From an optimization exercise on the open Yosys and OpenROAD flow, aimed at small area, a short achievable clock period and few clock cycles; shortcuts taken in it are not production practice. Function was not checked in any run shown here: the RTL went through the layout flow alone. Power is estimated from default activity; no workload was simulated.

==> flow/design.v, too long to show whole: its modules and the start of the top module <==
// module fp_mult: 1275 lines
// module fa_cell: 6 lines
// module ha_cell: 6 lines
module fp_mult(A, B, clk, reset, C, done, flow);
  // ...
==> flow/flow/run.sh <==
#!/bin/bash
set -o pipefail
export BUFFER_PORTS_ARGS="-buffer_cell sky130_fd_sc_hd__buf_4"
bash standard.sh > standard.log 2>&1
==> flow/standard.sh <==
#!/bin/bash
# synth_recipe.tcl (not shown) runs the flow's synth.tcl, then flattens the netlist and writes it again
# the make line also repeats each setting of config.mk as NAME=value (left out here)
make -C /OpenROAD-flow-scripts/flow DESIGN_CONFIG=/design/flow/config.mk WORK_HOME=/design/flow/orfs CLKGATE_MAP_FILE= SYNTH_SCRIPT=/design/flow/synth_recipe.tcl "${@:-finish}"
==> flow/config.mk <==
export PLATFORM = sky130hd
export DESIGN_NAME = fp_mult
export DESIGN_NICKNAME = fp_mult
export VERILOG_FILES = /design/flow/design.v
export SDC_FILE = /design/flow/constraint.sdc
export NUM_CORES = 4
export LEC_CHECK = 0
export ABC_AREA = 1
export CAP_MARGIN = 20
export CORE_MARGIN = 2
export CORE_UTILIZATION = 40
export SLEW_MARGIN = 20
export SYNTH_HIERARCHICAL = 1
==> flow/constraint.sdc <==
create_clock -name core_clock -period 5.0 [get_ports {clk}]
set_input_delay 1.0000 -clock core_clock [delete_from_list [all_inputs] [get_ports {clk}]]
set_output_delay 1.0000 -clock core_clock [all_outputs]
set_load 0.01 [all_outputs]
==> out/metrics.sh, run 1 <==
FIRST_GLOBAL_VIAS=15900
SYN-INSTANCE-COUNT=2121
MAX_POWER_GROUP='combinational cells'
PWR.GROUP.COMBINATIONAL_mW=14.6
N_TAP_CELL=600
SEQUENTIAL_POWER_SHARE_PCT=11.0
STATUS='complete, no violations'
BIGGEST_REGISTERS_AFTER_LAYOUT='r_m (77), r_esum (9), r_sign (1)'
MULTI_INPUT_AREA_SQ_MM=0.0146
LAYOUTNONFILLERINSTCOUNT=2866
MOST_NUMEROUS_CELL_IN_THE_YOSYS_NETLIST='nand2_1'
MOSTFREQUENTLAYOUTCELLS='nand2_1, xor2_1, buf_4'
PATH_DELAY_FAMILY='simple AND/OR/NAND/NOR gates'
SYNTH_TOP_CELL_AREA_SHARE_PCT=27.7
TIMING.FMAX_MHz=207
NETSWITCHINGPOWER_mW=9.10
DIE_WIDTH_UM=219
TIMING.FINAL.CRIT_PERIOD_PS=4830
SYNTHMUXAREASHARE_PCT=0.217
CRITICALPATHCATEGORY='flip-flop to primary output'
PLACE_CONGESTION=0.962
TIMING.HOLD.WS_PS=923
FINAL_LAYOUT_SIZE_SUFFIX_GT1_SHARE_PCT=17.5
POST_SYNTH_MOST_FREQUENT_CELLS='nand2_1, xor2_1, o22ai_1, fa_1, inv_1'
VIA_COUNT=15900
==> run 2: changes to the inputs <==
--- a/flow/design.v
+++ b/flow/design.v
@@ -756,390 +756,382 @@
     fa_cell u_s712 (.a(s704), .b(s706), .c(c687), .s(s712), .co(c713));
     wire s714, c715;
     fa_cell u_s714 (.a(c689), .b(s708), .c(s710), .s(s714), .co(c715));
     wire s716, c717;
     fa_cell u_s716 (.a(c691), .b(s712), .c(c693), .s(s716), .co(c717));
     wire s718, c719;
     fa_cell u_s718 (.a(s714), .b(c695), .c(s716), .s(s718), .co(c719));
     wire s720, c721;
-    ha_cell u_s720 (.a(c697), .b(s718), .s(s720), .co(c721));
+    fa_cell u_s720 (.a(pp328), .b(pp80), .c(pp105), .s(s720), .co(c721));
     wire s722, c723;
-    fa_cell u_s722 (.a(pp328), .b(pp80), .c(pp105), .s(s722), .co(c723));
+    fa_cell u_s722 (.a(pp130), .b(pp155), .c(pp180), .s(s722), .co(c723));
     wire s724, c725;
-    fa_cell u_s724 (.a(pp130), .b(pp155), .c(pp180), .s(s724), .co(c725));
+    fa_cell u_s724 (.a(pp205), .b(pp230), .c(pp255), .s(s724), .co(c725));
     wire s726, c727;
-    fa_cell u_s726 (.a(pp205), .b(pp230), .c(pp255), .s(s726), .co(c727));
+    fa_cell u_s726 (.a(pp280), .b(pp305), .c(c701), .s(s726), .co(c727));
     wire s728, c729;
-    fa_cell u_s728 (.a(pp280), .b(pp305), .c(c701), .s(s728), .co(c729));
+    fa_cell u_s728 (.a(c703), .b(c705), .c(c707), .s(s728), .co(c729));
     wire s730, c731;
-    fa_cell u_s730 (.a(c703), .b(c705), .c(c707), .s(s730), .co(c731));
+    fa_cell u_s730 (.a(s720), .b(s722), .c(s724), .s(s730), .co(c731));
     wire s732, c733;
-    fa_cell u_s732 (.a(s722), .b(s724), .c(s726), .s(s732), .co(c733));
+    fa_cell u_s732 (.a(c709), .b(c711), .c(s726), .s(s732), .co(c733));
     wire s734, c735;
-    fa_cell u_s734 (.a(c709), .b(c711), .c(s728), .s(s734), .co(c735));
+    fa_cell u_s734 (.a(s728), .b(s730), .c(c713), .s(s734), .co(c735));
     wire s736, c737;
-    fa_cell u_s736 (.a(s730), .b(s732), .c(c713), .s(s736), .co(c737));
-    wire s738, c739;
-    fa_cell u_s738 (.a(c715), .b(s734), .c(s736), .s(s738), .co(c739));
+    fa_cell u_s736 (.a(c715), .b(s732), .c(s734), .s(s736), .co(c737));
+    wire s738 = ~(pp329 ^ pp106);
+    wire c739 = pp329 | pp106;
     wire s740, c741;
-    fa_cell u_s740 (.a(c717), .b(s738), .c(c719), .s(s740), .co(c741));
-    wire s742 = ~(pp329 ^ pp106);
-    wire c743 = pp329 | pp106;
+    fa_cell u_s740 (.a(pp131), .b(pp156), .c(pp181), .s(s740), .co(c741));
+    wire s742, c743;
+    fa_cell u_s742 (.a(pp206), .b(pp231), .c(pp256), .s(s742), .co(c743));
     wire s744, c745;
-    fa_cell u_s744 (.a(pp131), .b(pp156), .c(pp181), .s(s744), .co(c745));
+    fa_cell u_s744 (.a(pp281), .b(pp306), .c(c721), .s(s744), .co(c745));
     wire s746, c747;
-    fa_cell u_s746 (.a(pp206), .b(pp231), .c(pp256), .s(s746), .co(c747));
+    fa_cell u_s746 (.a(c723), .b(c725), .c(s738), .s(s746), .co(c747));
     wire s748, c749;
-    fa_cell u_s748 (.a(pp281), .b(pp306), .c(c723), .s(s748), .co(c749));
+    fa_cell u_s748 (.a(s740), .b(s742), .c(c727), .s(s748), .co(c749));
     wire s750, c751;
-    fa_cell u_s750 (.a(c725), .b(c727), .c(s742), .s(s750), .co(c751));
+    fa_cell u_s750 (.a(c729), .b(c731), .c(s744), .s(s750), .co(c751));
     wire s752, c753;
-    fa_cell u_s752 (.a(s744), .b(s746), .c(c729), .s(s752), .co(c753));
+    fa_cell u_s752 (.a(s746), .b(s748), .c(c733), .s(s752), .co(c753));
     wire s754, c755;
-    fa_cell u_s754 (.a(c731), .b(c733), .c(s748), .s(s754), .co(c755));
+    fa_cell u_s754 (.a(s750), .b(c735), .c(s752), .s(s754), .co(c755));
     wire s756, c757;
-    fa_cell u_s756 (.a(s750), .b(s752), .c(c735), .s(s756), .co(c757));
+    fa_cell u_s756 (.a(pp330), .b(pp107), .c(pp132), .s(s756), .co(c757));
     wire s758, c759;
-    fa_cell u_s758 (.a(s754), .b(c737), .c(s756), .s(s758), .co(c759));
+    fa_cell u_s758 (.a(pp157), .b(pp182), .c(pp207), .s(s758), .co(c759));
     wire s760, c761;
-    ha_cell u_s760 (.a(c739), .b(s758), .s(s760), .co(c761));
+    fa_cell u_s760 (.a(pp232), .b(pp257), .c(pp282), .s(s760), .co(c761));
     wire s762, c763;
-    fa_cell u_s762 (.a(pp330), .b(pp107), .c(pp132), .s(s762), .co(c763));
+    fa_cell u_s762 (.a(pp307), .b(c739), .c(c741), .s(s762), .co(c763));
     wire s764, c765;
-    fa_cell u_s764 (.a(pp157), .b(pp182), .c(pp207), .s(s764), .co(c765));
+    fa_cell u_s764 (.a(c743), .b(s756), .c(s758), .s(s764), .co(c765));
     wire s766, c767;
-    fa_cell u_s766 (.a(pp232), .b(pp257), .c(pp282), .s(s766), .co(c767));
+    fa_cell u_s766 (.a(s760), .b(c745), .c(c747), .s(s766), .co(c767));
     wire s768, c769;
-    fa_cell u_s768 (.a(pp307), .b(c743), .c(c745), .s(s768), .co(c769));
+    fa_cell u_s768 (.a(s762), .b(s764), .c(c749), .s(s768), .co(c769));
     wire s770, c771;
-    fa_cell u_s770 (.a(c747), .b(s762), .c(s764), .s(s770), .co(c771));
-    wire s772, c773;
-    fa_cell u_s772 (.a(s766), .b(c749), .c(c751), .s(s772), .co(c773));
+    fa_cell u_s770 (.a(c751), .b(s766), .c(s768), .s(s770), .co(c771));
+    wire s772 = ~(pp331 ^ pp133);
+    wire c773 = pp331 | pp133;
     wire s774, c775;
-    fa_cell u_s774 (.a(s768), .b(s770), .c(c753), .s(s774), .co(c775));
+    fa_cell u_s774 (.a(pp158), .b(pp183), .c(pp208), .s(s774), .co(c775));
     wire s776, c777;
-    fa_cell u_s776 (.a(c755), .b(s772), .c(s774), .s(s776), .co(c777));
+    fa_cell u_s776 (.a(pp233), .b(pp258), .c(pp283), .s(s776), .co(c777));
     wire s778, c779;
-    fa_cell u_s778 (.a(c757), .b(s776), .c(c759), .s(s778), .co(c779));
-    wire s780 = ~(pp331 ^ pp133);
-    wire c781 = pp331 | pp133;
+    fa_cell u_s778 (.a(pp308), .b(c757), .c(c759), .s(s778), .co(c779));
+    wire s780, c781;
+    fa_cell u_s780 (.a(c761), .b(s772), .c(s774), .s(s780), .co(c781));
     wire s782, c783;
-    fa_cell u_s782 (.a(pp158), .b(pp183), .c(pp208), .s(s782), .co(c783));
+    fa_cell u_s782 (.a(s776), .b(c763), .c(c765), .s(s782), .co(c783));
     wire s784, c785;
-    fa_cell u_s784 (.a(pp233), .b(pp258), .c(pp283), .s(s784), .co(c785));
+    fa_cell u_s784 (.a(s778), .b(s780), .c(c767), .s(s784), .co(c785));
     wire s786, c787;
-    fa_cell u_s786 (.a(pp308), .b(c763), .c(c765), .s(s786), .co(c787));
+    fa_cell u_s786 (.a(s782), .b(c769), .c(s784), .s(s786), .co(c787));
     wire s788, c789;
-    fa_cell u_s788 (.a(c767), .b(s780), .c(s782), .s(s788), .co(c789));
+    fa_cell u_s788 (.a(pp332), .b(pp134), .c(pp159), .s(s788), .co(c789));
     wire s790, c791;
-    fa_cell u_s790 (.a(s784), .b(c769), .c(c771), .s(s790), .co(c791));
+    fa_cell u_s790 (.a(pp184), .b(pp209), .c(pp234), .s(s790), .co(c791));
     wire s792, c793;
-    fa_cell u_s792 (.a(s786), .b(s788), .c(c773), .s(s792), .co(c793));
+    fa_cell u_s792 (.a(pp259), .b(pp284), .c(pp309), .s(s792), .co(c793));
     wire s794, c795;
-    fa_cell u_s794 (.a(s790), .b(c775), .c(s792), .s(s794), .co(c795));
+    fa_cell u_s794 (.a(c773), .b(c775), .c(c777), .s(s794), .co(c795));
     wire s796, c797;
-    fa_cell u_s796 (.a(pp332), .b(pp134), .c(pp159), .s(s796), .co(c797));
+    fa_cell u_s796 (.a(s788), .b(s790), .c(s792), .s(s796), .co(c797));
     wire s798, c799;
-    fa_cell u_s798 (.a(pp184), .b(pp209), .c(pp234), .s(s798), .co(c799));
+    fa_cell u_s798 (.a(c779), .b(c781), .c(s794), .s(s798), .co(c799));
     wire s800, c801;
-    fa_cell u_s800 (.a(pp259), .b(pp284), .c(pp309), .s(s800), .co(c801));
-    wire s802, c803;
-    fa_cell u_s802 (.a(c781), .b(c783), .c(c785), .s(s802), .co(c803));
+    fa_cell u_s800 (.a(s796), .b(c783), .c(s798), .s(s800), .co(c801));
+    wire s802 = ~(pp333 ^ pp160);
+    wire c803 = pp333 | pp160;
     wire s804, c805;
-    fa_cell u_s804 (.a(s796), .b(s798), .c(s800), .s(s804), .co(c805));
+    fa_cell u_s804 (.a(pp185), .b(pp210), .c(pp235), .s(s804), .co(c805));
     wire s806, c807;
-    fa_cell u_s806 (.a(c787), .b(c789), .c(s802), .s(s806), .co(c807));
+    fa_cell u_s806 (.a(pp260), .b(pp285), .c(pp310), .s(s806), .co(c807));
     wire s808, c809;
-    fa_cell u_s808 (.a(s804), .b(c791), .c(s806), .s(s808), .co(c809));
-    wire s810 = ~(pp333 ^ pp160);
-    wire c811 = pp333 | pp160;
+    fa_cell u_s808 (.a(c789), .b(c791), .c(c793), .s(s808), .co(c809));
+    wire s810, c811;
+    fa_cell u_s810 (.a(s802), .b(s804), .c(s806), .s(s810), .co(c811));
     wire s812, c813;
-    fa_cell u_s812 (.a(pp185), .b(pp210), .c(pp235), .s(s812), .co(c813));
+    fa_cell u_s812 (.a(c795), .b(c797), .c(s808), .s(s812), .co(c813));
     wire s814, c815;
-    fa_cell u_s814 (.a(pp260), .b(pp285), .c(pp310), .s(s814), .co(c815));
+    fa_cell u_s814 (.a(s810), .b(c799), .c(s812), .s(s814), .co(c815));
     wire s816, c817;
-    fa_cell u_s816 (.a(c797), .b(c799), .c(c801), .s(s816), .co(c817));
+    fa_cell u_s816 (.a(pp334), .b(pp161), .c(pp186), .s(s816), .co(c817));
     wire s818, c819;
-    fa_cell u_s818 (.a(s810), .b(s812), .c(s814), .s(s818), .co(c819));
+    fa_cell u_s818 (.a(pp211), .b(pp236), .c(pp261), .s(s818), .co(c819));
     wire s820, c821;
-    fa_cell u_s820 (.a(c803), .b(c805), .c(s816), .s(s820), .co(c821));
+    fa_cell u_s820 (.a(pp286), .b(pp311), .c(c803), .s(s820), .co(c821));
     wire s822, c823;
-    fa_cell u_s822 (.a(s818), .b(c807), .c(s820), .s(s822), .co(c823));
+    fa_cell u_s822 (.a(c805), .b(c807), .c(s816), .s(s822), .co(c823));
     wire s824, c825;
-    fa_cell u_s824 (.a(pp334), .b(pp161), .c(pp186), .s(s824), .co(c825));
+    fa_cell u_s824 (.a(s818), .b(c809), .c(c811), .s(s824), .co(c825));
     wire s826, c827;
-    fa_cell u_s826 (.a(pp211), .b(pp236), .c(pp261), .s(s826), .co(c827));
-    wire s828, c829;
-    fa_cell u_s828 (.a(pp286), .b(pp311), .c(c811), .s(s828), .co(c829));
+    fa_cell u_s826 (.a(s820), .b(s822), .c(c813), .s(s826), .co(c827));
+    wire s828 = ~(pp335 ^ pp187);
+    wire c829 = pp335 | pp187;
     wire s830, c831;
-    fa_cell u_s830 (.a(c813), .b(c815), .c(s824), .s(s830), .co(c831));
+    fa_cell u_s830 (.a(pp212), .b(pp237), .c(pp262), .s(s830), .co(c831));
     wire s832, c833;
-    fa_cell u_s832 (.a(s826), .b(c817), .c(c819), .s(s832), .co(c833));
+    fa_cell u_s832 (.a(pp287), .b(pp312), .c(c817), .s(s832), .co(c833));
     wire s834, c835;
-    fa_cell u_s834 (.a(s828), .b(s830), .c(c821), .s(s834), .co(c835));
-    wire s836 = ~(pp335 ^ pp187);
-    wire c837 = pp335 | pp187;
+    fa_cell u_s834 (.a(c819), .b(s828), .c(s830), .s(s834), .co(c835));
+    wire s836, c837;
+    fa_cell u_s836 (.a(c821), .b(c823), .c(s832), .s(s836), .co(c837));
     wire s838, c839;
-    fa_cell u_s838 (.a(pp212), .b(pp237), .c(pp262), .s(s838), .co(c839));
+    fa_cell u_s838 (.a(s834), .b(c825), .c(s836), .s(s838), .co(c839));
     wire s840, c841;
-    fa_cell u_s840 (.a(pp287), .b(pp312), .c(c825), .s(s840), .co(c841));
+    fa_cell u_s840 (.a(pp336), .b(pp188), .c(pp213), .s(s840), .co(c841));
     wire s842, c843;
-    fa_cell u_s842 (.a(c827), .b(s836), .c(s838), .s(s842), .co(c843));
+    fa_cell u_s842 (.a(pp238), .b(pp263), .c(pp288), .s(s842), .co(c843));
     wire s844, c845;
-    fa_cell u_s844 (.a(c829), .b(c831), .c(s840), .s(s844), .co(c845));
+    fa_cell u_s844 (.a(pp313), .b(c829), .c(c831), .s(s844), .co(c845));
     wire s846, c847;
-    fa_cell u_s846 (.a(s842), .b(c833), .c(s844), .s(s846), .co(c847));
+    fa_cell u_s846 (.a(s840), .b(s842), .c(c833), .s(s846), .co(c847));
     wire s848, c849;
-    fa_cell u_s848 (.a(pp336), .b(pp188), .c(pp213), .s(s848), .co(c849));
-    wire s850, c851;
-    fa_cell u_s850 (.a(pp238), .b(pp263), .c(pp288), .s(s850), .co(c851));
+    fa_cell u_s848 (.a(c835), .b(s844), .c(s846), .s(s848), .co(c849));
+    wire s850 = ~(pp337 ^ pp214);
+    wire c851 = pp337 | pp214;
     wire s852, c853;
-    fa_cell u_s852 (.a(pp313), .b(c837), .c(c839), .s(s852), .co(c853));
+    fa_cell u_s852 (.a(pp239), .b(pp264), .c(pp289), .s(s852), .co(c853));
     wire s854, c855;
-    fa_cell u_s854 (.a(s848), .b(s850), .c(c841), .s(s854), .co(c855));
+    fa_cell u_s854 (.a(pp314), .b(c841), .c(c843), .s(s854), .co(c855));
     wire s856, c857;
-    fa_cell u_s856 (.a(c843), .b(s852), .c(s854), .s(s856), .co(c857));
-    wire s858 = ~(pp337 ^ pp214);
-    wire c859 = pp337 | pp214;
+    fa_cell u_s856 (.a(s850), .b(s852), .c(c845), .s(s856), .co(c857));
+    wire s858, c859;
+    fa_cell u_s858 (.a(s854), .b(c847), .c(s856), .s(s858), .co(c859));
     wire s860, c861;
-    fa_cell u_s860 (.a(pp239), .b(pp264), .c(pp289), .s(s860), .co(c861));
+    fa_cell u_s860 (.a(pp338), .b(pp215), .c(pp240), .s(s860), .co(c861));
     wire s862, c863;
-    fa_cell u_s862 (.a(pp314), .b(c849), .c(c851), .s(s862), .co(c863));
+    fa_cell u_s862 (.a(pp265), .b(pp290), .c(pp315), .s(s862), .co(c863));
     wire s864, c865;
-    fa_cell u_s864 (.a(s858), .b(s860), .c(c853), .s(s864), .co(c865));
+    fa_cell u_s864 (.a(c851), .b(c853), .c(s860), .s(s864), .co(c865));
     wire s866, c867;
     fa_cell u_s866 (.a(s862), .b(c855), .c(s864), .s(s866), .co(c867));
     wire s868, c869;
-    fa_cell u_s868 (.a(pp338), .b(pp215), .c(pp240), .s(s868), .co(c869));
-    wire s870, c871;
-    fa_cell u_s870 (.a(pp265), .b(pp290), .c(pp315), .s(s870), .co(c871));
+    ha_cell u_s868 (.a(c857), .b(s866), .s(s868), .co(c869));
+    wire s870 = ~(pp339 ^ pp241);
+    wire c871 = pp339 | pp241;
     wire s872, c873;
-    fa_cell u_s872 (.a(c859), .b(c861), .c(s868), .s(s872), .co(c873));
+    fa_cell u_s872 (.a(pp266), .b(pp291), .c(pp316), .s(s872), .co(c873));
     wire s874, c875;
-    fa_cell u_s874 (.a(s870), .b(c863), .c(s872), .s(s874), .co(c875));
+    fa_cell u_s874 (.a(c861), .b(c863), .c(s870), .s(s874), .co(c875));
     wire s876, c877;
-    ha_cell u_s876 (.a(c865), .b(s874), .s(s876), .co(c877));
-    wire s878 = ~(pp339 ^ pp241);
-    wire c879 = pp339 | pp241;
+    fa_cell u_s876 (.a(s872), .b(c865), .c(s874), .s(s876), .co(c877));
+    wire s878, c879;
+    ha_cell u_s878 (.a(c867), .b(s876), .s(s878), .co(c879));
     wire s880, c881;
-    fa_cell u_s880 (.a(pp266), .b(pp291), .c(pp316), .s(s880), .co(c881));
+    fa_cell u_s880 (.a(pp340), .b(pp242), .c(pp267), .s(s880), .co(c881));
     wire s882, c883;
-    fa_cell u_s882 (.a(c869), .b(c871), .c(s878), .s(s882), .co(c883));
+    fa_cell u_s882 (.a(pp292), .b(pp317), .c(c871), .s(s882), .co(c883));
     wire s884, c885;
-    fa_cell u_s884 (.a(s880), .b(c873), .c(s882), .s(s884), .co(c885));
+    fa_cell u_s884 (.a(c873), .b(s880), .c(c875), .s(s884), .co(c885));
     wire s886, c887;
-    ha_cell u_s886 (.a(c875), .b(s884), .s(s886), .co(c887));
-    wire s888, c889;
-    fa_cell u_s888 (.a(pp340), .b(pp242), .c(pp267), .s(s888), .co(c889));
+    fa_cell u_s886 (.a(s882), .b(s884), .c(c877), .s(s886), .co(c887));
+    wire s888 = ~(pp341 ^ pp268);
+    wire c889 = pp341 | pp268;
     wire s890, c891;
-    fa_cell u_s890 (.a(pp292), .b(pp317), .c(c879), .s(s890), .co(c891));
+    fa_cell u_s890 (.a(pp293), .b(pp318), .c(c881), .s(s890), .co(c891));
     wire s892, c893;
-    fa_cell u_s892 (.a(c881), .b(s888), .c(c883), .s(s892), .co(c893));
+    fa_cell u_s892 (.a(s888), .b(c883), .c(s890), .s(s892), .co(c893));
     wire s894, c895;
-    fa_cell u_s894 (.a(s890), .b(s892), .c(c885), .s(s894), .co(c895));
-    wire s896 = ~(pp341 ^ pp268);
-    wire c897 = pp341 | pp268;
+    ha_cell u_s894 (.a(c885), .b(s892), .s(s894), .co(c895));
+    wire s896, c897;
+    fa_cell u_s896 (.a(pp342), .b(pp269), .c(pp294), .s(s896), .co(c897));
     wire s898, c899;
-    fa_cell u_s898 (.a(pp293), .b(pp318), .c(c889), .s(s898), .co(c899));
+    fa_cell u_s898 (.a(pp319), .b(c889), .c(s896), .s(s898), .co(c899));
     wire s900, c901;
-    fa_cell u_s900 (.a(s896), .b(c891), .c(s898), .s(s900), .co(c901));
-    wire s902, c903;
-    ha_cell u_s902 (.a(c893), .b(s900), .s(s902), .co(c903));
+    fa_cell u_s900 (.a(c891), .b(s898), .c(c893), .s(s900), .co(c901));
+    wire s902 = ~(pp343 ^ pp295);
+    wire c903 = pp343 | pp295;
     wire s904, c905;
-    fa_cell u_s904 (.a(pp342), .b(pp269), .c(pp294), .s(s904), .co(c905));
+    fa_cell u_s904 (.a(pp320), .b(c897), .c(s902), .s(s904), .co(c905));
     wire s906, c907;
-    fa_cell u_s906 (.a(pp319), .b(c897), .c(s904), .s(s906), .co(c907));
+    ha_cell u_s906 (.a(c899), .b(s904), .s(s906), .co(c907));
     wire s908, c909;
-    fa_cell u_s908 (.a(c899), .b(s906), .c(c901), .s(s908), .co(c909));
-    wire s910 = ~(pp343 ^ pp295);
-    wire c911 = pp343 | pp295;
-    wire s912, c913;
-    fa_cell u_s912 (.a(pp320), .b(c905), .c(s910), .s(s912), .co(c913));
+    fa_cell u_s908 (.a(pp344), .b(pp296), .c(pp321), .s(s908), .co(c909));
+    wire s910, c911;
+    fa_cell u_s910 (.a(c903), .b(s908), .c(c905), .s(s910), .co(c911));
+    wire s912 = ~(pp345 ^ pp322);
+    wire c913 = pp345 | pp322;
     wire s914, c915;
-    ha_cell u_s914 (.a(c907), .b(s912), .s(s914), .co(c915));
-    wire s916, c917;
-    fa_cell u_s916 (.a(pp344), .b(pp296), .c(pp321), .s(s916), .co(c917));
-    wire s918, c919;
-    fa_cell u_s918 (.a(c911), .b(s916), .c(c913), .s(s918), .co(c919));
-    wire s920 = ~(pp345 ^ pp322);
-    wire c921 = pp345 | pp322;
-    wire s922, c923;
-    ha_cell u_s922 (.a(c917), .b(s920), .s(s922), .co(c923));
-    wire s924 = ~c921;
-    wire c925 = c921;
-    wire g926 = pp27 & pp1;
-    wire p927 = pp27 ^ pp1;
-    wire g928 = pp28 & s346;
-    wire p929 = pp28 ^ s346;
-    wire g930 = c347 & s348;
-    wire p931 = c347 ^ s348;
-    wire g932 = s352 & s350;
-    wire p933 = s352 ^ s350;
-    wire g934 = s354 & s356;
-    wire p935 = s354 ^ s356;
-    wire g936 = s362 & s360;
-    wire p937 = s362 ^ s360;
-    wire g938 = s366 & s368;
-    wire p939 = s366 ^ s368;
-    wire g940 = c369 & s376;
-    wire p941 = c369 ^ s376;
-    wire g942 = s382 & s384;
-    wire p943 = s382 ^ s384;
-    wire g944 = s392 & s394;
-    wire p945 = s392 ^ s394;
-    wire g946 = c395 & s404;
-    wire p947 = c395 ^ s404;
-    wire g948 = c405 & s416;
-    wire p949 = c405 ^ s416;
-    wire g950 = s426 & s428;
-    wire p951 = s426 ^ s428;
-    wire g952 = c429 & s442;
-    wire p953 = c429 ^ s442;
-    wire g954 = c443 & s456;
-    wire p955 = c443 ^ s456;
-    wire g956 = c457 & s472;
-    wire p957 = c457 ^ s472;
-    wire g958 = c473 & s488;
-    wire p959 = c473 ^ s488;
-    wire g960 = c489 & s506;
-    wire p961 = c489 ^ s506;
-    wire g962 = s522 & s524;
-    wire p963 = s522 ^ s524;
-    wire g964 = c525 & s544;
-    wire p965 = c525 ^ s544;
-    wire g966 = c545 & s564;
-    wire p967 = c545 ^ s564;
-    wire G968 = 1'b0 | (pp2 & g926);
+    ha_cell u_s914 (.a(c909), .b(s912), .s(s914), .co(c915));
+    wire s916 = ~c913;
+    wire c917 = c913;
+    wire g918 = pp27 & pp1;
+    wire p919 = pp27 ^ pp1;
+    wire g920 = pp28 & s346;
+    wire p921 = pp28 ^ s346;
+    wire g922 = c347 & s348;
+    wire p923 = c347 ^ s348;
+    wire g924 = s352 & s350;
+    wire p925 = s352 ^ s350;
+    wire g926 = s354 & s356;
+    wire p927 = s354 ^ s356;
+    wire g928 = s362 & s360;
+    wire p929 = s362 ^ s360;
+    wire g930 = s366 & s368;
+    wire p931 = s366 ^ s368;
+    wire g932 = c369 & s376;
+    wire p933 = c369 ^ s376;
+    wire g934 = s382 & s384;
+    wire p935 = s382 ^ s384;
+    wire g936 = s392 & s394;
+    wire p937 = s392 ^ s394;
+    wire g938 = c395 & s404;
+    wire p939 = c395 ^ s404;
+    wire g940 = c405 & s416;
+    wire p941 = c405 ^ s416;
+    wire g942 = s426 & s428;
+    wire p943 = s426 ^ s428;
+    wire g944 = c429 & s442;
+    wire p945 = c429 ^ s442;
+    wire g946 = c443 & s456;
+    wire p947 = c443 ^ s456;
+    wire g948 = c457 & s472;
+    wire p949 = c457 ^ s472;
+    wire g950 = c473 & s488;
+    wire p951 = c473 ^ s488;
+    wire g952 = c489 & s506;
+    wire p953 = c489 ^ s506;
+    wire g954 = s522 & s524;
+    wire p955 = s522 ^ s524;
+    wire g956 = c525 & s544;
+    wire p957 = c525 ^ s544;
+    wire g958 = c545 & s564;
+    wire p959 = c545 ^ s564;
+    wire G960 = 1'b0 | (pp2 & g918);
+    wire P961 = 1'b0;
+    wire G962 = g920 | (p921 & G960);
+    wire P963 = 1'b0;
+    wire G964 = g922 | (p923 & G962);
+    wire P965 = 1'b0;
+    wire G966 = g924 | (p925 & G964);
+    wire P967 = 1'b0;
+    wire G968 = g926 | (p927 & G966);
     wire P969 = 1'b0;
     wire G970 = g928 | (p929 & G968);
     wire P971 = 1'b0;
     wire G972 = g930 | (p931 & G970);
     wire P973 = 1'b0;
     wire G974 = g932 | (p933 & G972);
     wire P975 = 1'b0;
     wire G976 = g934 | (p935 & G974);
     wire P977 = 1'b0;
     wire G978 = g936 | (p937 & G976);
     wire P979 = 1'b0;
-    wire G980 = g938 | (p939 & G978);
-    wire P981 = 1'b0;
-    wire G982 = g940 | (p941 & G980);
-    wire P983 = 1'b0;
-    wire G984 = g942 | (p943 & G982);
-    wire P985 = 1'b0;
-    wire G986 = g944 | (p945 & G984);
-    wire P987 = 1'b0;
-    wire G988 = g948 | (p949 & g946);
-    wire P989 = p949 & p947;
-    reg [77:0] r_m;           
+    wire G980 = g940 | (p941 & g938);
+    wire P981 = p941 & p939;
+    reg [79:0] r_m;           
     reg [8:0] r_esum;
     reg r_sign;
     reg r_done;
     always @(posedge clk) begin
         if (reset) begin
-            r_m <= {s564, c545, s544, c525, s524, s522, s506, c489, s488, c473, s472, c457, s456, c443, s442, c429, s428, s426, P989, G988, P987, G986, s924, c923, c919, s922, s918, c915, c909, s914, s908, c903, c895, s902, s894, c887, s886, c877, c867, s876, s866, c857, c847, s856, c845, s846, c835, s834, c823, s832, s822, c809, c795, s808, c793, c779, s794, c777, s778, c761, c741, s760, s740, c721, c699, s720, s698, c677, s676, c653, c629, s652, s628, c607, c585, s606, s584, c565};
+            r_m <= {s564, c545, s544, c525, s524, s522, s506, c489, s488, c473, s472, c457, s456, c443, s442, c429, s428, s426, P981, G980, P979, G978, s916, c915, c911, s914, s910, c907, c901, s906, s900, c895, c887, s894, s886, c879, s878, c869, c859, s868, s858, c849, c839, s848, c837, s838, c827, s826, c815, s824, s814, c801, c787, s800, c785, s786, c771, c755, s770, c753, s754, c737, c719, s736, c717, c699, s718, c697, s698, c677, s676, c653, c629, s652, s628, c607, c585, s606, s584, c565};
             r_esum <= {1'b0, A[30:23]} + {1'b0, B[30:23]};
             r_sign <= A[31] ^ B[31];
             r_done <= 1'b1;
         end
     end
+    wire s982, c983;
+    ha_cell u_s982 (.a(r_m[0]), .b(r_m[1]), .s(s982), .co(c983));
+    wire s984, c985;
+    ha_cell u_s984 (.a(r_m[2]), .b(r_m[3]), .s(s984), .co(c985));
+    wire s986, c987;
+    ha_cell u_s986 (.a(r_m[4]), .b(r_m[5]), .s(s986), .co(c987));
+    wire s988, c989;
+    ha_cell u_s988 (.a(r_m[6]), .b(r_m[7]), .s(s988), .co(c989));
     wire s990, c991;
-    ha_cell u_s990 (.a(r_m[0]), .b(r_m[1]), .s(s990), .co(c991));
+    ha_cell u_s990 (.a(r_m[8]), .b(r_m[9]), .s(s990), .co(c991));
     wire s992, c993;
-    ha_cell u_s992 (.a(r_m[2]), .b(r_m[3]), .s(s992), .co(c993));
+    ha_cell u_s992 (.a(r_m[10]), .b(r_m[11]), .s(s992), .co(c993));
     wire s994, c995;
-    ha_cell u_s994 (.a(r_m[4]), .b(r_m[5]), .s(s994), .co(c995));
+    fa_cell u_s994 (.a(r_m[12]), .b(r_m[13]), .c(r_m[14]), .s(s994), .co(c995));
     wire s996, c997;
-    ha_cell u_s996 (.a(r_m[6]), .b(r_m[7]), .s(s996), .co(c997));
+    fa_cell u_s996 (.a(r_m[15]), .b(r_m[16]), .c(r_m[17]), .s(s996), .co(c997));
     wire s998, c999;
-    ha_cell u_s998 (.a(r_m[8]), .b(r_m[9]), .s(s998), .co(c999));
+    ha_cell u_s998 (.a(r_m[18]), .b(r_m[19]), .s(s998), .co(c999));
     wire s1000, c1001;
-    ha_cell u_s1000 (.a(r_m[10]), .b(r_m[11]), .s(s1000), .co(c1001));
+    fa_cell u_s1000 (.a(r_m[20]), .b(r_m[21]), .c(r_m[22]), .s(s1000), .co(c1001));
     wire s1002, c1003;
-    ha_cell u_s1002 (.a(r_m[12]), .b(r_m[13]), .s(s1002), .co(c1003));
+    ha_cell u_s1002 (.a(r_m[23]), .b(r_m[24]), .s(s1002), .co(c1003));
     wire s1004, c1005;
-    ha_cell u_s1004 (.a(r_m[14]), .b(r_m[15]), .s(s1004), .co(c1005));
+    fa_cell u_s1004 (.a(r_m[25]), .b(r_m[26]), .c(r_m[27]), .s(s1004), .co(c1005));
     wire s1006, c1007;
-    ha_cell u_s1006 (.a(r_m[16]), .b(r_m[17]), .s(s1006), .co(c1007));
+    ha_cell u_s1006 (.a(r_m[28]), .b(r_m[29]), .s(s1006), .co(c1007));
     wire s1008, c1009;
-    ha_cell u_s1008 (.a(r_m[18]), .b(r_m[19]), .s(s1008), .co(c1009));
+    fa_cell u_s1008 (.a(r_m[30]), .b(r_m[31]), .c(r_m[32]), .s(s1008), .co(c1009));
     wire s1010, c1011;
-    fa_cell u_s1010 (.a(r_m[20]), .b(r_m[21]), .c(r_m[22]), .s(s1010), .co(c1011));
+    ha_cell u_s1010 (.a(r_m[33]), .b(r_m[34]), .s(s1010), .co(c1011));
     wire s1012, c1013;
-    fa_cell u_s1012 (.a(r_m[23]), .b(r_m[24]), .c(r_m[25]), .s(s1012), .co(c1013));
+    fa_cell u_s1012 (.a(r_m[35]), .b(r_m[36]), .c(r_m[37]), .s(s1012), .co(c1013));
     wire s1014, c1015;
-    ha_cell u_s1014 (.a(r_m[26]), .b(r_m[27]), .s(s1014), .co(c1015));
+    ha_cell u_s1014 (.a(r_m[38]), .b(r_m[39]), .s(s1014), .co(c1015));
     wire s1016, c1017;
-    fa_cell u_s1016 (.a(r_m[28]), .b(r_m[29]), .c(r_m[30]), .s(s1016), .co(c1017));
+    ha_cell u_s1016 (.a(r_m[40]), .b(r_m[41]), .s(s1016), .co(c1017));
     wire s1018, c1019;
-    ha_cell u_s1018 (.a(r_m[31]), .b(r_m[32]), .s(s1018), .co(c1019));
+    ha_cell u_s1018 (.a(r_m[42]), .b(r_m[43]), .s(s1018), .co(c1019));
     wire s1020, c1021;
-    fa_cell u_s1020 (.a(r_m[33]), .b(r_m[34]), .c(r_m[35]), .s(s1020), .co(c1021));
+    ha_cell u_s1020 (.a(r_m[44]), .b(r_m[45]), .s(s1020), .co(c1021));
     wire s1022, c1023;
-    ha_cell u_s1022 (.a(r_m[36]), .b(r_m[37]), .s(s1022), .co(c1023));
+    ha_cell u_s1022 (.a(r_m[46]), .b(r_m[47]), .s(s1022), .co(c1023));
     wire s1024, c1025;
-    ha_cell u_s1024 (.a(r_m[38]), .b(r_m[39]), .s(s1024), .co(c1025));
+    ha_cell u_s1024 (.a(r_m[48]), .b(r_m[49]), .s(s1024), .co(c1025));
     wire s1026, c1027;
-    ha_cell u_s1026 (.a(r_m[40]), .b(r_m[41]), .s(s1026), .co(c1027));
+    ha_cell u_s1026 (.a(r_m[50]), .b(r_m[51]), .s(s1026), .co(c1027));
     wire s1028, c1029;
-    ha_cell u_s1028 (.a(r_m[42]), .b(r_m[43]), .s(s1028), .co(c1029));
+    ha_cell u_s1028 (.a(r_m[52]), .b(r_m[53]), .s(s1028), .co(c1029));
     wire s1030, c1031;
-    ha_cell u_s1030 (.a(r_m[44]), .b(r_m[45]), .s(s1030), .co(c1031));
+    ha_cell u_s1030 (.a(r_m[54]), .b(r_m[55]), .s(s1030), .co(c1031));
     wire s1032, c1033;
-    ha_cell u_s1032 (.a(r_m[46]), .b(r_m[47]), .s(s1032), .co(c1033));
-    wire s1034, c1035;
-    ha_cell u_s1034 (.a(r_m[48]), .b(r_m[49]), .s(s1034), .co(c1035));
-    wire s1036, c1037;
-    ha_cell u_s1036 (.a(r_m[50]), .b(r_m[51]), .s(s1036), .co(c1037));
-    wire s1038, c1039;
-    ha_cell u_s1038 (.a(r_m[52]), .b(r_m[53]), .s(s1038), .co(c1039));
-    wire s1040, c1041;
-    ha_cell u_s1040 (.a(r_m[54]), .b(r_m[55]), .s(s1040), .co(c1041));
-    wire g1042 = r_m[60] & r_m[61];
-    wire p1043 = r_m[60] ^ r_m[61];
-    wire g1044 = r_m[62] & r_m[63];
-    wire p1045 = r_m[62] ^ r_m[63];
-    wire g1046 = r_m[64] & r_m[65];
-    wire p1047 = r_m[64] ^ r_m[65];
-    wire g1048 = r_m[66] & r_m[67];
-    wire p1049 = r_m[66] ^ r_m[67];
-    wire g1050 = r_m[68] & r_m[69];
-    wire p1051 = r_m[68] ^ r_m[69];
-    wire g1052 = r_m[70] & r_m[71];
-    wire p1053 = r_m[70] ^ r_m[71];
-    wire g1054 = r_m[72] & r_m[73];
-    wire p1055 = r_m[72] ^ r_m[73];
-    wire g1056 = r_m[74] & r_m[75];
-    wire p1057 = r_m[74] ^ r_m[75];
-    wire g1058 = r_m[76] & r_m[77];
-    wire p1059 = r_m[76] ^ r_m[77];
-    wire G1060 = r_m[58] | (r_m[59] & r_m[56]);
-    wire P1061 = 1'b0;
-    wire G1062 = g1042 | (p1043 & G1060);
-    wire P1063 = 1'b0;
-    wire G1064 = g1046 | (p1047 & g1044);
-    wire P1065 = p1047 & p1045;
-    wire G1066 = g1050 | (p1051 & g1048);
-    wire P1067 = p1051 & p1049;
-    wire G1068 = g1054 | (p1055 & g1052);
-    wire P1069 = p1055 & p1053;
-    wire G1070 = g1058 | (p1059 & g1056);
-    wire P1071 = p1059 & p1057;
-    wire G1072 = G1064 | (P1065 & G1062);
-    wire P1073 = 1'b0;
-    wire G1074 = G1068 | (P1069 & G1066);
-    wire P1075 = P1069 & P1067;
-    wire G1076 = G1074 | (P1075 & G1072);
-    wire P1077 = 1'b0;
-    wire G1078 = G1070 | (P1071 & G1076);
-    wire P1079 = 1'b0;
-    wire cin = G1078;
-    wire [25:0] r_a = {c1039, c1037, c1035, c1033, c1031, c1029, c1027, c1025, c1023, s1022, c1019, s1018, c1015, s1014, c1011, c1009, c1007, c1005, c1003, c1001, c999, c997, c995, c993, c991, s990};
-    wire [24:0] r_b = {s1040, s1038, s1036, s1034, s1032, s1030, s1028, s1026, s1024, c1021, s1020, c1017, s1016, c1013, s1012, s1010, s1008, s1006, s1004, s1002, s1000, s998, s996, s994, s992};
+    ha_cell u_s1032 (.a(r_m[56]), .b(r_m[57]), .s(s1032), .co(c1033));
+    wire g1034 = r_m[62] & r_m[63];
+    wire p1035 = r_m[62] ^ r_m[63];
+    wire g1036 = r_m[64] & r_m[65];
+    wire p1037 = r_m[64] ^ r_m[65];
+    wire g1038 = r_m[66] & r_m[67];
+    wire p1039 = r_m[66] ^ r_m[67];
+    wire g1040 = r_m[68] & r_m[69];
+    wire p1041 = r_m[68] ^ r_m[69];
+    wire g1042 = r_m[70] & r_m[71];
+    wire p1043 = r_m[70] ^ r_m[71];
+    wire g1044 = r_m[72] & r_m[73];
+    wire p1045 = r_m[72] ^ r_m[73];
+    wire g1046 = r_m[74] & r_m[75];
+    wire p1047 = r_m[74] ^ r_m[75];
+    wire g1048 = r_m[76] & r_m[77];
+    wire p1049 = r_m[76] ^ r_m[77];
+    wire g1050 = r_m[78] & r_m[79];
+    wire p1051 = r_m[78] ^ r_m[79];
+    wire G1052 = r_m[60] | (r_m[61] & r_m[58]);
+    wire P1053 = 1'b0;
+    wire G1054 = g1034 | (p1035 & G1052);
+    wire P1055 = 1'b0;
+    wire G1056 = g1038 | (p1039 & g1036);
+    wire P1057 = p1039 & p1037;
+    wire G1058 = g1042 | (p1043 & g1040);
+    wire P1059 = p1043 & p1041;
+    wire G1060 = g1046 | (p1047 & g1044);
+    wire P1061 = p1047 & p1045;
+    wire G1062 = g1050 | (p1051 & g1048);
+    wire P1063 = p1051 & p1049;
+    wire G1064 = G1056 | (P1057 & G1054);
+    wire P1065 = 1'b0;
+    wire G1066 = G1060 | (P1061 & G1058);
+    wire P1067 = P1061 & P1059;
+    wire G1068 = G1066 | (P1067 & G1064);
+    wire P1069 = 1'b0;
+    wire G1070 = G1062 | (P1063 & G1068);
+    wire P1071 = 1'b0;
+    wire cin = G1070;
+    wire [25:0] r_a = {c1031, c1029, c1027, c1025, c1023, c1021, c1019, c1017, c1015, s1014, c1011, s1010, c1007, s1006, c1003, s1002, c999, s998, c995, c993, c991, c989, c987, c985, c983, s982};
+    wire [24:0] r_b = {s1032, s1030, s1028, s1026, s1024, s1022, s1020, s1018, s1016, c1013, s1012, c1009, s1008, c1005, s1004, c1001, s1000, c997, s996, s994, s992, s990, s988, s986, s984};
     wire [24:0] xa = r_a[25:1];
     wire [24:0] xb = r_b;
     wire [24:0] gg = xa & xb;
     wire [24:0] pp = xa ^ xb;
     wire G0_1 = gg[1] | (pp[1] & gg[0]);
     wire P0_1 = pp[1] & pp[0];
     wire G0_3 = gg[3] | (pp[3] & gg[2]);
     wire P0_3 = pp[3] & pp[2];
==> run 2 against run 1 <==
Still clean on timing, DRC and antenna. Routed wire length about the same. Combinational power about the same. Non-clock buffer count down 24. Die area about the same. Sequential cell count up 2. Synthesized area about the same. Via count down 1.0%. Worst setup slack better by 26 ps. Fmax up 0.55%. Cell count down 0.87%. Sequential power about the same. Critical path type unchanged. Largest cell class unchanged.
==> out/metrics.sh, run 2 <==
STATUS='complete, no violations'
WORST_SETUP_PATH_START_KIND='flip-flop'
CTS_ROOT_BUF='clkbuf_16'
TOTAL_POWER_mW=17.1
TIMING_WORST_SLEW_PIN_VALUE_PS=911
DRT-PASS1-ITER-COUNT=6
HOLD_VIOL_FINAL=0
CLOCK_SINKS=89
BIGGEST_REGISTERS_AFTER_LAYOUT='r_m (79), r_esum (9), r_sign (1)'
CLOCKBUFFERDEPTH=2
FINAL_ANTENNA_NET_COUNT=0
VDD.IR_DROP.WORST_V=0.000599
FP-ROW-COUNT=78
PLACE_CONGESTION=0.931  # -3.2%
DRT_ITER0_DRC=1384
ANTENNA_FOUND_INITIAL=1
DETAIL_ROUTE.WIRELENGTH_UM=59100
POST_SYNTH_NUM_CELL_TYPES=43
CRIT_PATH_MAX_FANOUT=12
YS_WARN_COUNT=7
FINAL_CORE_UTILIZATION_PCT=46.2
VIA_COUNT=15800  # -1.0%
SYN-INSTANCE-COUNT=2119  # -0.094%
ASYNC_RESET_FF_SHARE_PCT=0
AVGVIACOUNTPERCELL=5.56
DIE_HEIGHT_UM=219
ANTENNADIODECOUNT=0
CTS_TREE='yes'
P_PER_AREA_mW_PER_MM2=813
SYNTHMUXAREASHARE_PCT=0.216  # about the same
BUFFER_PORTS.INSERTED=99
FIRST_GLOBAL_VIAS=15700  # -1.5%
SYNTH-SEQ-AREA-SHARE_PCT=14.4
POST_SYNTH_MOST_FREQUENT_CELLS='nand2_1, xor2_1, o22ai_1, fa_1, inv_1'
SYNTH_TOP_FAMILY_BY_AREA='adder cells'
SYNTHDOMINANTAREACELLTYPE='fa_1'
CP-END-KIND='primary output'
TIMING.SETUP.TNS_PS=0
CP_DATA_REQUIRED_TIME_PS=4000
AREA_GROWTH_SYN_TO_LAYOUT_PCT=13.6
IO_PINS=101
SYNTH_SIMPLE_GATE_AREA_SHARE_PCT=13.2
YOSYS.AREA_SHARE.XOR_XNOR_PCT=14.3
LARGEST_REGISTER_FF_COUNT=79
DETAIL_ROUTE.DRC_VIOLATIONS=0
CELLLEAKAGEPOWER_nW=9.46
DETAIL_ROUTE.WL_PER_CELL_UM=20.8
CLK_PIN_SLEW_PS=80
MIN-DELAY-PATH-CLASS='input pin to flip-flop'
CRITICALPATHCATEGORY='flip-flop to primary output'
MOSTFREQUENTLAYOUTCELLS='nand2_1, xor2_1, o22ai_1'
CTS_BUFFERS=9
SYNTH.TOP_CELLS.BY_AREA='fa_1, edfxtp_1, xor2_1'
INITIAL_UTILIZATION_PCT=40.7
DP_HPWL_UM=48000
CLOCK_TREE.HTREE_LEVEL_COUNT=3
TIMING.FINAL.SETUP_VIOLATIONS=0
SYN-CELL-AREA_SQ_MM=0.0185
YOSYS_MOST_USED_DFF='edfxtp_1'
SLEW_MARGIN_REL_PCT=39.3
DESIGN.CORE.AREA_SQ_MM=0.0455
SYNTH_FP_NETS=2564
GRT-OVFL-TOTAL=0
SYNTH_EDF_COUNT=89
FLIP_FLOP_AND_LATCH_COUNT_AFTER_SYNTHESIS=89
GROUTE.USAGE.OVERALL_PCT=24.9
YOSYS.AREA_SHARE.ADDER_PCT=36.0
TIMING.FMAX_MHz=208  # +0.55%
FIRST_PASS_GRT_WIRE_LENGTH_UM=91400
COMPOUND_GATE_FRACTION_OF_SYNTH_AREA_PCT=13.8
MOSTFREQUENTLAYOUTCELL='nand2_1'
MAXSLEWVIOLCOUNT=0
MOST_FLOPS_REGISTER='r_m'
DIE_WIDTH_UM=219  # about the same
SYN-MEAN-INSTANCE-AREA_SQ_UM=8.73
FINAL_LAYOUT_SIZE_SUFFIX_GT1_SHARE_PCT=16.6  # -0.88 points
PORTION_OF_THE_CLOCK_CYCLE_CONSUMED_BY_THE_WORST_PATH_IN_THE_FINAL_LAYOUT_PCT=96.0
NUMBER_OF_MAXIMUM_CAPACITANCE_VIOLATIONS=0
TIMING.FINAL.CRIT_PERIOD_PS=4800  # -26.4 ps
NETS=2681
MOST_NUMEROUS_CELL_IN_THE_YOSYS_NETLIST='nand2_1'
GRT_START_MAX_NET_PINS=63
SYNTH_TOP_CELL_AREA_SHARE_PCT=27.7  # about the same
AREA_OF_THE_DIE_SQ_MM=0.0480
CRITPATHARRIVALTIME_PS=3800
-- run 2: cell count changes in the layout (fill, tap and decap cells not counted), moves of 3 or more --
| cell | change |
|---|---|
| inv_6 | +3 |
| buf_4 | -12 |
| o21ai_2 | +4 |
| ha_1 | -4 |
| o21ai_4 | -3 |
| buf_12 | -12 |
-- run 2: worst paths after layout --
check / start / end / slack, ps / depth (start not counted)
max: r_m[35]$_DFFE_PP_ / C[4] / 200 / 21
min: B[23] / r_esum[0]$_DFFE_PP_ / 910 / 2
-- run 2: area by class of cell --
class                      count  area, sq um
fill                        4464        24500
clock buffer                   9          225
tap                          600          751
sequential                    89         2670
clock inverter                 7         92.6
multi-input combinational   1659        14500
timing repair buffer         258         1970
inverter                     219          823
-- run 2: critical path: stages (launching register included) --
cell and delay (ps):
edfxtp_1 400, fa_1 550, ha_1 380, nand2_2 130, inv_1 40, nand2_1 50
nand2_1 70, a21oi_2 170, nand2_4 130, nand2_4 110, nand2_1 90, nand2_4 130
nand2_8 100, inv_2 70, nand3_1 80, nand2_1 100, nand2_2 110, nor2_8 180
buf_4 180, nand3_1 90, o21ai_2 90, buf_4 150
-- run 2: what timing repair did --
item / in CTS / in global routing
hold buffers: 0 / 0
pin swaps: 1 / 6
endpoints found under the setup margin: 3 / 32
gates cloned: 0 / 2
resized for setup: 1 / 20
setup buffers: 0 / 8
-- run 2: through the flow --
| stage | instances | area (sq um) | hold WS [ps] | setup WS, ps |
|---|---|---|---|---|
| CTS | 2831 | 20800 | 898 | 56.5 |
| global route | 2841 | 21000 | 910 | -6.60 |
| finish | 2841 | 21000 | 907 | 198 |
| floorplan | 2119 | 18500 | 1110 | 16.2 |
| global placement | 2815 | 20500 | 1310 | -22.1 |
| detailed placement | 2815 | 20500 | 1300 | -100 |
-- run 2: cells by family (layout without fill, tap and decap cells) --
family / count (synthesis) / count (layout)
multiplexers: 4 / 4
XOR/XNOR: 302 / 302
AND/OR/NAND/NOR: 549 / 551
adder cells (fa/ha/maj): 379 / 379
other: 1 / 1
flip-flops: 89 / 89
buffers and inverters: 373 / 493
AO/OA/AOI/OAI: 422 / 422
-- run 2: routing by layer --
layer,vias up,track usage [%],share of wire (%)
li1,7314,-,-
met1,7729,34.1,43
met2,646,40.3,46
met3,95,3.53,7.1
met4,2,8.33,3.2
met5,-,0,0.015
-- run 2: power breakdown --
part | internal, mW | total, mW | switching (mW)
registers | 1.74 | 1.89 | 0.149
clock network | 0.402 | 0.746 | 0.344
logic | 5.90 | 14.5 | 8.56
total | 8.04 | 17.1 | 9.06
-- run 2: per-module statistics from Yosys, one instance, submodules excluded --
module | area [sq um] | times used | cells | flip-flops and latches
fa_cell | 20.0 | 250 | 1 | 0
fp_mult | 12900 | 1 | 1821 | 89
ha_cell | 12.5 | 48 | 1 | 0

-- afterwards: timing with drivers on the ports --
The results above use ideal ports. As a check the final layouts listed here were re-extracted and re-timed, cells and wires unchanged. Step 1, drivers: a clkbuf_16 drives clk and a buf_2 each remaining input, both assumed. Step 2 times the ports against the registers' clock, not the clock port: input delays grow and output delays shrink by t, the midpoint of the rising clock arrivals with the driver on. Three values: ideal ports, drivers, drivers and shift; two values: the first two.
run	t, ns	setup slack, ns	clock arrival spread, ns	worst data-port slew with drivers (ns)	cell pins on the clock port's net
run 1	0.417	0.172 / 0.121 / -0.202	0.018 / 0.019	0.06	1
run 2	0.416	0.198 / 0.151 / -0.133	0.018 / 0.019	0.08	1
With both steps, setup timing fails in run 1 and run 2, where it was met with ideal ports. The setup slack of run 1, which loses most, moves by -0.051 ns with the drivers and by -0.374 ns with both steps.
